This design comes from an exercise in tuning for small area, a short achievable clock period and few clock cycles on the open sky130 flow, not from production work.
Function was checked by simulation only, so behaviour that the tests miss may differ from the original.

==> inputs of job 8523 <==
## fft_radix2_top
module fft_radix2_top #(
    parameter WIDTH = 16
)(
    input wire clk,
    input wire rst_n,
    input wire start,
    input wire signed [WIDTH*16-1:0] data_in_real,
    input wire signed [WIDTH*16-1:0] data_in_imag,
    output wire signed [WIDTH*16-1:0] data_out_real,
    output wire signed [WIDTH*16-1:0] data_out_imag,
    output wire done,
    output wire valid
);
    localparam PRE = 1;    
    control_radix2 ctrl (.clk(clk), .rst_n(rst_n), .start(start), .done(done));
    assign valid = done;
    wire [255:0] p0r, p0i, f1r, f1i, b1r, b1i, p2r, p2i;
    wire [135:0] d1r, d1i, nr, ni;
    wire [127:0] qr, qi;
    wire [135:0] er, ei;
    twiddle_rom_radix2 #(.P(0), .FRONT(2)) pass0 (
        .vin_real(data_in_real), .vin_imag(data_in_imag), .din_real(136'd0), .din_imag(136'd0),
        .vout_real(p0r), .vout_imag(p0i), .dout_real(nr), .dout_imag(ni));
    twiddle_rom_radix2 #(.P(1), .FRONT(1), .PRE(PRE)) pass1f (
        .vin_real(p0r), .vin_imag(p0i), .din_real(136'd0), .din_imag(136'd0),
        .vout_real(f1r), .vout_imag(f1i), .dout_real(d1r), .dout_imag(d1i));
    register_bank #(.W(528)) mid (.clk(clk),
        .d({d1i, d1r, f1i[127:0], f1r[127:0]}),
        .q({ei, er, qi, qr}));
    twiddle_rom_radix2 #(.P(1), .FRONT(0), .PRE(PRE)) pass1b (
        .vin_real({128'd0, qr}), .vin_imag({128'd0, qi}), .din_real(er), .din_imag(ei),
        .vout_real(b1r), .vout_imag(b1i), .dout_real(), .dout_imag());
    twiddle_rom_radix2 #(.P(2), .FRONT(2)) pass2 (
        .vin_real(b1r), .vin_imag(b1i), .din_real(136'd0), .din_imag(136'd0),
        .vout_real(p2r), .vout_imag(p2i), .dout_real(), .dout_imag());
    twiddle_rom_radix2 #(.P(3), .FRONT(2)) pass3 (
        .vin_real(p2r), .vin_imag(p2i), .din_real(136'd0), .din_imag(136'd0),
  ...
Settings: LEC_CHECK=0, CAP_MARGIN=20, CORE_MARGIN=2, CORE_UTILIZATION=40, SETUP_SLACK_MARGIN=3, SLEW_MARGIN=20; clock period 20.0 ns.
run.sh (not shown) runs the stock make flow with config.mk's settings and CLKGATE_MAP_FILE= SYNTH_SCRIPT=/design/flow/synth_recipe.tcl, a recipe that flattens the netlist after the stock synthesis.
==> job 3077: changes against job 8523 <==
--- a/flow/design.v
+++ b/flow/design.v
@@ -26,23 +26,37 @@
     end
     assign G = gg;
     assign P = pp;
 endmodule
 module complex_adder #(
-    parameter SUB = 0
+    parameter SUB = 0,
+    parameter FAST = 1
 )(
     input  [15:0] a,
     input  [15:0] b,
     output [15:0] y
 );
     wire [15:0] bb = SUB ? ~b : b;
-    wire [15:0] g = a & bb;
-    wire [15:0] p = a ^ bb;
-    wire [15:0] G, P;
-    prefix_net #(.N(16)) pn (.g(g), .p(p), .G(G), .P(P));
-    wire [15:0] c = SUB ? ({G[14:0], 1'b0} | {P[14:0], 1'b1}) : {G[14:0], 1'b0};
-    wire [15:0] s = p ^ c;
+    wire [15:0] s;
+    genvar i;
+    generate
+        if (FAST) begin : pf
+            wire [15:0] g = a & bb;
+            wire [15:0] p = a ^ bb;
+            wire [15:0] G, P;
+            prefix_net #(.N(16)) pn (.g(g), .p(p), .G(G), .P(P));
+            wire [15:0] c = SUB ? ({G[14:0], 1'b0} | {P[14:0], 1'b1}) : {G[14:0], 1'b0};
+            assign s = p ^ c;
+        end else begin : rc
+            wire [16:0] c;
+            assign c[0] = SUB ? 1'b1 : 1'b0;
+            for (i = 0; i < 16; i = i + 1) begin : fa
+                assign s[i] = a[i] ^ bb[i] ^ c[i];
+                assign c[i+1] = (a[i] & bb[i]) | (a[i] & c[i]) | (bb[i] & c[i]);
+            end
+        end
+    endgenerate
     wire ovf = (a[15] == bb[15]) & (s[15] != a[15]);
     assign y = ovf ? {a[15], {15{~a[15]}}} : s;
 endmodule
 module exact_addsub #(
     parameter SUB = 0
@@ -59,32 +73,57 @@
     prefix_net #(.N(17)) pn (.g(g), .p(p), .G(G), .P(P));
     wire [16:0] c = SUB ? ({G[15:0], 1'b0} | {P[15:0], 1'b1}) : {G[15:0], 1'b0};
     assign y = p ^ c;
 endmodule
 module complex_subtractor #(
-    parameter HI = 32766
+    parameter HI = 32766,
+    parameter FAST = 1
 )(
     input  [15:0] a,
     input  [15:0] b,
     output [15:0] y
 );
     wire [15:0] bb = ~b;
-    wire [15:0] g = a & bb;
-    wire [15:0] p = a ^ bb;
-    wire [15:0] G, P;
-    prefix_net #(.N(16)) pn (.g(g), .p(p), .G(G), .P(P));
-    wire [16:0] c0 = {G, 1'b0};           
-    wire [16:0] c1 = {G | P, 1'b1};       
-    wire u16 = p[15] ^ c0[16];            
-    wire u15 = p[15] ^ c0[15];
-    wire t16 = p[15] ^ c1[16];
-    wire t15 = p[15] ^ c1[15];
-    wire [15:0] c = u16 ? c1[15:0] : c0[15:0];
-    wire [15:0] r = p ^ c;
-    wire cpos = ~t16 & t15;               
-    wire cneg = u16 & ~u15;               
-    assign y = cpos ? HI[15:0] : cneg ? 16'h8001 : r;
+    wire [15:0] r;
+    wire cpos, cneg;
+    genvar i;
+    generate
+        if (FAST) begin : pf
+            wire [15:0] g = a & bb;
+            wire [15:0] p = a ^ bb;
+            wire [15:0] G, P;
+            prefix_net #(.N(16)) pn (.g(g), .p(p), .G(G), .P(P));
+            wire [16:0] c0 = {G, 1'b0};           
+            wire [16:0] c1 = {G | P, 1'b1};       
+            wire u16 = p[15] ^ c0[16];            
+            wire u15 = p[15] ^ c0[15];
+            wire t16 = p[15] ^ c1[16];
+            wire t15 = p[15] ^ c1[15];
+            wire [15:0] c = u16 ? c1[15:0] : c0[15:0];
+            assign r = p ^ c;
+            assign cpos = ~t16 & t15;             
+            assign cneg = u16 & ~u15;             
+        end else begin : rc
+            wire [16:0] c;
+            wire [15:0] u;
+            assign c[0] = 1'b0;
+            for (i = 0; i < 16; i = i + 1) begin : fa
+                assign u[i] = a[i] ^ bb[i] ^ c[i];
+                assign c[i+1] = (a[i] & bb[i]) | (a[i] & c[i]) | (bb[i] & c[i]);
+            end
+            wire u16 = a[15] ^ bb[15] ^ c[16];    
+            wire [15:0] ones;                     
+            assign ones[0] = 1'b1;
+            for (i = 1; i < 16; i = i + 1) begin : an
+                assign ones[i] = ones[i-1] & u[i-1];
+            end
+            assign r = u ^ (ones & {16{u16}});
+            assign cpos = ~u16 & (u[15] | (&u[14:0]));    
+            assign cneg = u16 & ~u[15];                   
+        end
+    endgenerate
+    assign y = (cpos | cneg) ? (cpos ? HI[15:0] : 16'h8001) : r;
 endmodule
 module complex_multiplier #(
     parameter K = 1
 )(
     input  [16:0] xr,
@@ -5002,21 +5041,24 @@
                                    (P == 2) ? ((g % 2) + 4 * (g / 2)) : 2 * g;
             localparam integer B = A + ((P == 0) ? 8 : (P == 1) ? 4 : (P == 2) ? 2 : 1);
             localparam integer K = (P == 0) ? g :
                                    (P == 1) ? 2 * (g % 4) :
                                    (P == 2) ? ((g % 2) ? 4 : 0) : 0;
+            localparam integer FY = !((P == 0 && g % 2 == 0) || (P == 1 && g == 4) ||
+                                      (P == 2 && g != 5 && g != 7));
+            localparam integer FD = !((P == 1 && g == 4) || (P == 2 && g != 5 && g != 7));
             if (FRONT == 0) begin : back
                 assign vout_real[16*g +: 16] = vin_real[16*g +: 16];
                 assign vout_imag[16*g +: 16] = vin_imag[16*g +: 16];
                 butterfly_back #(.K(K), .PRE(PRE)) u (
                     .d_real(din_real[17*g +: 17]), .d_imag(din_imag[17*g +: 17]),
                     .y1_real(vout_real[16*(g+8) +: 16]), .y1_imag(vout_imag[16*(g+8) +: 16]));
                 assign dout_real[17*g +: 17] = 17'd0;
                 assign dout_imag[17*g +: 17] = 17'd0;
             end else begin : front
                 wire [16:0] dr, di;
-                butterfly_radix2 #(.K(K), .PRE(PRE)) u (
+                butterfly_radix2 #(.K(K), .PRE(PRE), .FAST_Y0(FY), .FAST_D(FD)) u (
                     .x0_real(vin_real[16*A +: 16]), .x0_imag(vin_imag[16*A +: 16]),
                     .x1_real(vin_real[16*B +: 16]), .x1_imag(vin_imag[16*B +: 16]),
                     .y0_real(vout_real[16*g +: 16]), .y0_imag(vout_imag[16*g +: 16]),
                     .d_real(dr), .d_imag(di));
                 if (FRONT == 1) begin : only
@@ -5035,34 +5077,36 @@
         end
     endgenerate
 endmodule
 module butterfly_radix2 #(
     parameter K = 0,
-    parameter PRE = 0
+    parameter PRE = 0,
+    parameter FAST_Y0 = 1,      
+    parameter FAST_D = 1        
 )(
     input  [15:0] x0_real,
     input  [15:0] x0_imag,
     input  [15:0] x1_real,
     input  [15:0] x1_imag,
     output [15:0] y0_real,
     output [15:0] y0_imag,
     output [16:0] d_real,
     output [16:0] d_imag
 );
-    complex_adder #(.SUB(0)) add_r (.a(x0_real), .b(x1_real), .y(y0_real));
-    complex_adder #(.SUB(0)) add_i (.a(x0_imag), .b(x1_imag), .y(y0_imag));
+    complex_adder #(.SUB(0), .FAST(FAST_Y0)) add_r (.a(x0_real), .b(x1_real), .y(y0_real));
+    complex_adder #(.SUB(0), .FAST(FAST_Y0)) add_i (.a(x0_imag), .b(x1_imag), .y(y0_imag));
     wire [15:0] dr, di;
     generate
         if (K == 0) begin : k0
-            complex_subtractor #(.HI(32766)) sr (.a(x0_real), .b(x1_real), .y(dr));
-            complex_subtractor #(.HI(32766)) si (.a(x0_imag), .b(x1_imag), .y(di));
+            complex_subtractor #(.HI(32766), .FAST(FAST_D)) sr (.a(x0_real), .b(x1_real), .y(dr));
+            complex_subtractor #(.HI(32766), .FAST(FAST_D)) si (.a(x0_imag), .b(x1_imag), .y(di));
         end else if (K == 4) begin : k4
-            complex_subtractor #(.HI(32766)) sr (.a(x0_imag), .b(x1_imag), .y(dr));
-            complex_subtractor #(.HI(32767)) si (.a(x1_real), .b(x0_real), .y(di));
+            complex_subtractor #(.HI(32766), .FAST(FAST_D)) sr (.a(x0_imag), .b(x1_imag), .y(dr));
+            complex_subtractor #(.HI(32767), .FAST(FAST_D)) si (.a(x1_real), .b(x0_real), .y(di));
         end else begin : kx
-            complex_adder #(.SUB(1)) sr (.a(x0_real), .b(x1_real), .y(dr));
-            complex_adder #(.SUB(1)) si (.a(x0_imag), .b(x1_imag), .y(di));
+            complex_adder #(.SUB(1), .FAST(FAST_D)) sr (.a(x0_real), .b(x1_real), .y(dr));
+            complex_adder #(.SUB(1), .FAST(FAST_D)) si (.a(x0_imag), .b(x1_imag), .y(di));
         end
         if ((K == 2 || K == 6) && PRE) begin : pre
             exact_addsub #(.SUB(0)) ps (.a(dr), .b(di), .y(d_real));
             exact_addsub #(.SUB(1)) pt (.a(di), .b(dr), .y(d_imag));
         end else begin : nopre
@@ -5133,13 +5177,35 @@
         .vin_real(data_in_real), .vin_imag(data_in_imag), .din_real(136'd0), .din_imag(136'd0),
         .vout_real(p0r), .vout_imag(p0i), .dout_real(nr), .dout_imag(ni));
     twiddle_rom_radix2 #(.P(1), .FRONT(1), .PRE(PRE)) pass1f (
         .vin_real(p0r), .vin_imag(p0i), .din_real(136'd0), .din_imag(136'd0),
         .vout_real(f1r), .vout_imag(f1i), .dout_real(d1r), .dout_imag(d1i));
-    register_bank #(.W(528)) mid (.clk(clk),
-        .d({d1i, d1r, f1i[127:0], f1r[127:0]}),
-        .q({ei, er, qi, qr}));
+    localparam LWR = PRE ? 132 : 128;
+    localparam LWI = PRE ? 128 : 128;
+    wire [LWR-1:0] lr, mr;
+    wire [LWI-1:0] li, mi;
+    genvar g;
+    generate
+        for (g = 0; g < 8; g = g + 1) begin : lane
+            if (PRE && (g % 2)) begin : st
+                localparam integer O = 16 * g + g / 2;
+                assign lr[O +: 17] = d1r[17*g +: 17];
+                assign li[16*g +: 16] = d1i[17*g + 1 +: 16];
+                assign er[17*g +: 17] = mr[O +: 17];
+                assign ei[17*g +: 17] = {mi[16*g +: 16], mr[O]};
+            end else begin : dd
+                localparam integer O = PRE ? 16 * g + g / 2 : 16 * g;
+                assign lr[O +: 16] = d1r[17*g +: 16];
+                assign li[16*g +: 16] = d1i[17*g +: 16];
+                assign er[17*g +: 17] = {mr[O+15], mr[O +: 16]};
+                assign ei[17*g +: 17] = {mi[16*g+15], mi[16*g +: 16]};
+            end
+        end
+    endgenerate
+    register_bank #(.W(256 + LWR + LWI)) mid (.clk(clk),
+        .d({li, lr, f1i[127:0], f1r[127:0]}),
+        .q({mi, mr, qi, qr}));
     twiddle_rom_radix2 #(.P(1), .FRONT(0), .PRE(PRE)) pass1b (
         .vin_real({128'd0, qr}), .vin_imag({128'd0, qi}), .din_real(er), .din_imag(ei),
         .vout_real(b1r), .vout_imag(b1i), .dout_real(), .dout_imag());
     twiddle_rom_radix2 #(.P(2), .FRONT(2)) pass2 (
         .vin_real(b1r), .vin_imag(b1i), .din_real(136'd0), .din_imag(136'd0),
- ABC_AREA: default -> 1
- SETUP_SLACK_MARGIN: 3 -> 5
==> job 7628: changes against job 8523 <==
- SETUP_SLACK_MARGIN: 3 -> default
==> notes.md <==
metric	job 7628	job 8523	job 3077
Outcome	timing/DRC/antenna clean	timing/DRC/antenna clean	timing/DRC/antenna clean
Net total in the final layout	28,300	28,500	32,500
Multi-input combinational cell area	148,000 sq um	150,000 sq um	152,000 sq um
Class of the most critical setup path	in2reg	in2reg	reg2out
Post-CTS setup buffer count	0	33	341
GR met1 Demand/Resource	42.3%	42.1%	42.1%
Clk pin slew, worst setup/hold paths	0.07 ns	0.06 ns	0.08 ns
Global-route wire length before repair	1030 mm	1030 mm	1060 mm
Post-Route WL	725 mm	724 mm	739 mm
Summed instance area of the synthesized netlist	174,000 sq um	174,000 sq um	178,000 sq um
GR met3 Demand/Resource	4.84%	4.76%	5.08%
Die extent in x	664 um	664 um	671 um
Number of filler cells placed in the layout	43,800	43,700	44,600
Register area share after synthesis	5.94%	5.94%	5.82%
Dpl cells	28,800	28,800	32,100
Number of antenna violations at the first check in global routing	144	120	122
Metal2 WL	320 mm	316 mm	324 mm
ClkCell Share	1.34%	1.22%	1.17%
Core Rows	242	242	244
Initial DRT Pass Iterations	8	8	9
Number of buffers inserted during clock tree synthesis	76	71	72
Fraction of standard cell area in multi-input logic	76.0%	75.7%	70.8%
Testbench counts of job 8523, summed over its fixed seeds: cycles 384.
Testbench counts of job 3077, summed over its fixed seeds: cycles 384.
Testbench counts of job 7628, summed over its fixed seeds: cycles 384.

separate check: timing with driven ports:
No port has a modelled driver above. Below, the same layouts with a new extraction and two added sets of constraints. Step 1, drivers: a clkbuf_16 drives clk and a buf_2 each remaining input, both assumed. Step 2 adds t to the input delays and takes it off the output delays; t is the mean of the earliest and latest rising clock arrival at the registers after step 1. Input paths then give back, and output paths get back, about the clock's delay inside the block. a / b / c = no drivers / after step 1 / after step 2; a / b = the first two.
run | shift t [ns] | setup WS [ns] | clock arrival spread, ns | worst data-port slew with drivers (ns)
job 8523 | 0.822 | 3.428 / 3.443 / 2.706 | 0.071 / 0.072 | 0.31
job 3077 | 0.831 | 5.148 / 5.024 / 4.521 | 0.078 / 0.078 | 0.35
job 7628 | 0.888 | 1.049 / 1.142 / 0.254 | 0.056 / 0.056 | 0.31
After both steps setup and hold are still met in every run listed. The setup slack of job 7628, which loses most, moves by +0.093 ns with the drivers and by -0.795 ns with both steps.
